Source: an optimization exercise on an open RTL-to-GDS flow (aim: small area). Production flows keep margins and buffers that such runs may drop. In this exercise RTL edits were held to simulation tests only and were not proved equivalent to the original.

## run 1
Design dct2d_core, start of the top module:
module dct2d_core(clk, reset, din, dout);
input clk, reset;
input  [64-1:0]   din;
output [12*8-1:0] dout;
reg [7:0] oh;
reg [1:0] blk;
always @(posedge clk) begin
    if (!reset) begin
        oh <= 8'd1;
        blk <= 2'd0;
    end else begin
        oh <= {oh[6:0], oh[7]};
        if (oh[7] && blk != 2'd3) blk <= blk + 2'd1;
    end
end
wire valid = blk[1] & (blk[0] | ~(oh[0] | oh[1] | oh[2]));
reg [63:0] d1, d2, d3, d4;
always @(posedge clk) begin
    d1 <= din; d2 <= d1; d3 <= d2; d4 <= d3;
end
wire [64:0] rowc;
dct_row u_row (.din(d4), .dout(rowc));
wire [87:0] colin;
wire [70:0] colc;
xpose_in  u_xin  (.clk(clk), .oh(oh), .rowc(rowc), .colin(colin));
dct_col   u_col  (.din(colin), .dout(colc));
xpose_out u_xout (.clk(clk), .oh(oh), .valid(valid), .colc(colc), .dout(dout));
endmodule
clock: 14.0 ns
lec_check: 0
cap_margin: 20
core_margin: 2
core_utilization: 50
cts_buf_list: sky130_fd_sc_hd__clkbuf_4
cts_cluster_diameter: 40
cts_cluster_size: 10
gpl_routability_driven: 1
place_density: 0.6
slew_margin: 20
synth_hierarchical: 1
standard.sh (not shown) runs the stock make flow with config.mk's settings and CLKGATE_MAP_FILE= SYNTH_SCRIPT=/design/flow/synth_recipe.tcl, a recipe that flattens the netlist after the stock synthesis.
==> flow/flow/run.sh <==
#!/bin/bash
set -euo pipefail
export BUFFER_PORTS_ARGS="-buffer_cell sky130_fd_sc_hd__buf_1"
export CTS_ARGS="-sink_clustering_enable -repair_clock_nets -dont_use_dummy_load -buf_list sky130_fd_sc_hd__clkbuf_4 -sink_clustering_size 10 -sink_clustering_max_diameter 40"
bash standard.sh > standard_flow.log 2>&1
Run 1: no failed stages, no open violations at the end
Input changes introduced in run 2 (baseline for comparison: run 1):
- CORE_UTILIZATION: 50 -> 56
- PLACE_DENSITY: 0.6 -> 0.66
==> flow/flow/run.sh <==
#!/bin/bash
set -euo pipefail
export BUFFER_PORTS_ARGS="-buffer_cell sky130_fd_sc_hd__buf_1"
export CTS_ARGS="-sink_clustering_enable -repair_clock_nets -dont_use_dummy_load -buf_list sky130_fd_sc_hd__clkbuf_4 -sink_clustering_size 12 -sink_clustering_max_diameter 40"
bash standard.sh > standard_flow.log 2>&1
--- outcome ---
In the reports for run 1 and run 2, the smaller global-route usage over all layers belongs to run 1.
Run 1 → run 2: fraction of layout cells with a size suffix above 1 decreased by 0.62 points relative to the old numbers, full die area dropped 12000 µm², fraction of area in multi-input gates rose 0.29 points, sum of routed wire length over all layers went down by about 1.4%.
Compared to run 1, run 2 has worst hold-check slack 5.2 ps higher.
Compared with run 1, final weighted congestion of routability-driven global placement in run 2 increased by a few percent.
Looking at peak per-stage delay on the critical path, run 2 sits 20 ps above run 1.
Final-layout non-clock buffer area share essentially unchanged between run 1 and run 2.
Input changes introduced in run 3 (baseline for comparison: run 2):
- changing PLACE_DENSITY from 0.66 to 0.55
- changing CORE_UTILIZATION from 56 to 44
==> results.txt <==
Run 3 closes out successfully: all stages finished, all timing, DRC and antenna checks passed. Going from run 2 to run 3, number of nets in the layout neither gained nor lost much; detailed-router iteration count before antenna repair lost 1; global-route usage lost 4.2 points; post-route worst setup slack picked up an extra 68 ps.

* * *

dct2d_core, a different RTL version from the one above (not shown whole).
Size: roughly 3,800 cells after synthesis, ~1,600 flip-flops, ~160 I/O pins, roughly 0.060 sq mm of cells after synthesis.
export LEC_CHECK = 0
export CAP_MARGIN = 20
export CORE_MARGIN = 2
export CORE_UTILIZATION = 50
export CTS_BUF_LIST = sky130_fd_sc_hd__clkbuf_8
export CTS_CLUSTER_DIAMETER = 80
export CTS_CLUSTER_SIZE = 20
export GPL_ROUTABILITY_DRIVEN = 1
export PLACE_DENSITY = 0.6
export SLEW_MARGIN = 20
export SYNTH_HIERARCHICAL = 1
create_clock -name core_clock -period 14.0 [get_ports {clk}]
run.sh (not shown) runs the stock make flow with config.mk's settings and CLKGATE_MAP_FILE= SYNTH_SCRIPT=/design/flow/synth_recipe.tcl, a recipe that flattens the netlist after the stock synthesis.
Stock flow here: none of the scripts above is used.
The first run produced a clean layout.
Change:
Settings changed: CTS_CLUSTER_DIAMETER 80 to 60, CTS_CLUSTER_SIZE 20 to 16.
After rerunning:
- routed wire length barely changes
- hold slack is better by 0.018 ns
- area after synthesis does not change
- synthesized cell count is unchanged

* * *

try-nickel:
dct2d_core with an RTL version that a note above also has.
Size: about 3,500 cells after synthesis, ~160 I/O pins, roughly 56,000 um2 of cells after synthesis.
export LEC_CHECK = 0
export CAP_MARGIN = 20
export CORE_MARGIN = 2
export CORE_UTILIZATION = 50
export CTS_BUF_LIST = sky130_fd_sc_hd__clkbuf_16
export CTS_CLUSTER_DIAMETER = 70
export CTS_CLUSTER_SIZE = 35
export GPL_ROUTABILITY_DRIVEN = 1
export PLACE_DENSITY = 0.6
export SLEW_MARGIN = 20
export SYNTH_HIERARCHICAL = 1
create_clock -name core_clock -period 14.0 [get_ports {clk}]
standard.sh (not shown) runs the stock make flow with config.mk's settings and CLKGATE_MAP_FILE= SYNTH_SCRIPT=/design/flow/synth_recipe.tcl, a recipe that flattens the netlist after the stock synthesis.
==> flow/flow/run.sh <==
#!/bin/bash
set -euo pipefail
export BUFFER_PORTS_ARGS="-buffer_cell sky130_fd_sc_hd__buf_1"
bash standard.sh > standard_flow.log 2>&1
Changes in try-willow relative to try-nickel:
diff --git a/flow/config.mk b/flow/config.mk
--- a/flow/config.mk
+++ b/flow/config.mk
@@ -11,4 +11,4 @@
 export CTS_BUF_LIST = sky130_fd_sc_hd__clkbuf_16
-export CTS_CLUSTER_DIAMETER = 70
-export CTS_CLUSTER_SIZE = 35
+export CTS_CLUSTER_DIAMETER = 60
+export CTS_CLUSTER_SIZE = 28
 export GPL_ROUTABILITY_DRIVEN = 1
Findings:
Compared with try-nickel, in try-willow number of clock buffers in the layout moved up; proportion of cell area spent on the clock network now larger; sequential portion of the cell area went down by 0.47 points. Actual transition at the worst max-transition pin, try-willow and try-nickel: larger value in try-nickel. In try-willow the met1 usage turned out 0.24 points higher than in try-nickel. try-willow vs. try-nickel: hold slack has increased; number of sequential storage elements shows no meaningful change.
Changes in try-juniper relative to try-willow:
diff --git a/flow/config.mk b/flow/config.mk
--- a/flow/config.mk
+++ b/flow/config.mk
@@ -10,5 +10,5 @@
 export CORE_UTILIZATION = 50
-export CTS_BUF_LIST = sky130_fd_sc_hd__clkbuf_16
-export CTS_CLUSTER_DIAMETER = 60
-export CTS_CLUSTER_SIZE = 28
+export CTS_BUF_LIST = sky130_fd_sc_hd__clkbuf_4
+export CTS_CLUSTER_DIAMETER = 40
+export CTS_CLUSTER_SIZE = 10
 export GPL_ROUTABILITY_DRIVEN = 1
### Flow results
try-juniper has completed all stages; timing, DRC and antenna checks passed.
Area added between synthesis and finish (lower): try-juniper
Diff try-willow -> try-juniper: H-tree level count moved up; via count moved up; worst hold slack moved down; setup slack of the worst register-to-register path moved up.
On routed wire length, try-willow tracks try-juniper almost exactly.
Arrival time reported for the critical path endpoint delta for try-juniper relative to try-willow: 0.38 ns higher
Wire length of the first global-routing pass ends up higher on try-juniper.

-- what the ideal ports hide --
Ports are ideal in the flow. The routed layouts listed here were re-timed in OpenROAD. Step 1 sets driving cells, clkbuf_16 on the clock port and buf_2 on the other inputs (assumed; they add their load-dependent delay and slew). Step 2 times the ports against the registers' clock, not the clock port: input delays grow and output delays shrink by t, the midpoint of the rising clock arrivals with the driver on. Three values: ideal ports, drivers, drivers and shift; two values: the first two.
run | shift t [ns] | slack for setup (ns) | latest minus earliest clock arrival (ns)
run 1 | 1.087 | 0.942 / 0.942 / 0.942 | 0.173 / 0.173
run 2 | 1.086 | 0.926 / 0.926 / 0.926 | 0.112 / 0.112
run 3 | 1.125 | 0.994 / 0.994 / 0.994 | 0.148 / 0.148
the first run of note 2 | 0.845 | 1.854 / 1.854 / 1.854 | 0.051 / 0.051
the second run of note 2 | 0.851 | 1.837 / 1.837 / 1.837 | 0.065 / 0.065
try-nickel | 0.740 | 0.928 / 0.928 / 0.928 | 0.050 / 0.050
try-willow | 0.744 | 0.919 / 0.919 / 0.919 | 0.040 / 0.041
try-juniper | 1.147 | 0.960 / 0.960 / 0.960 | 0.088 / 0.087
After both steps setup and hold are still met in every run listed.
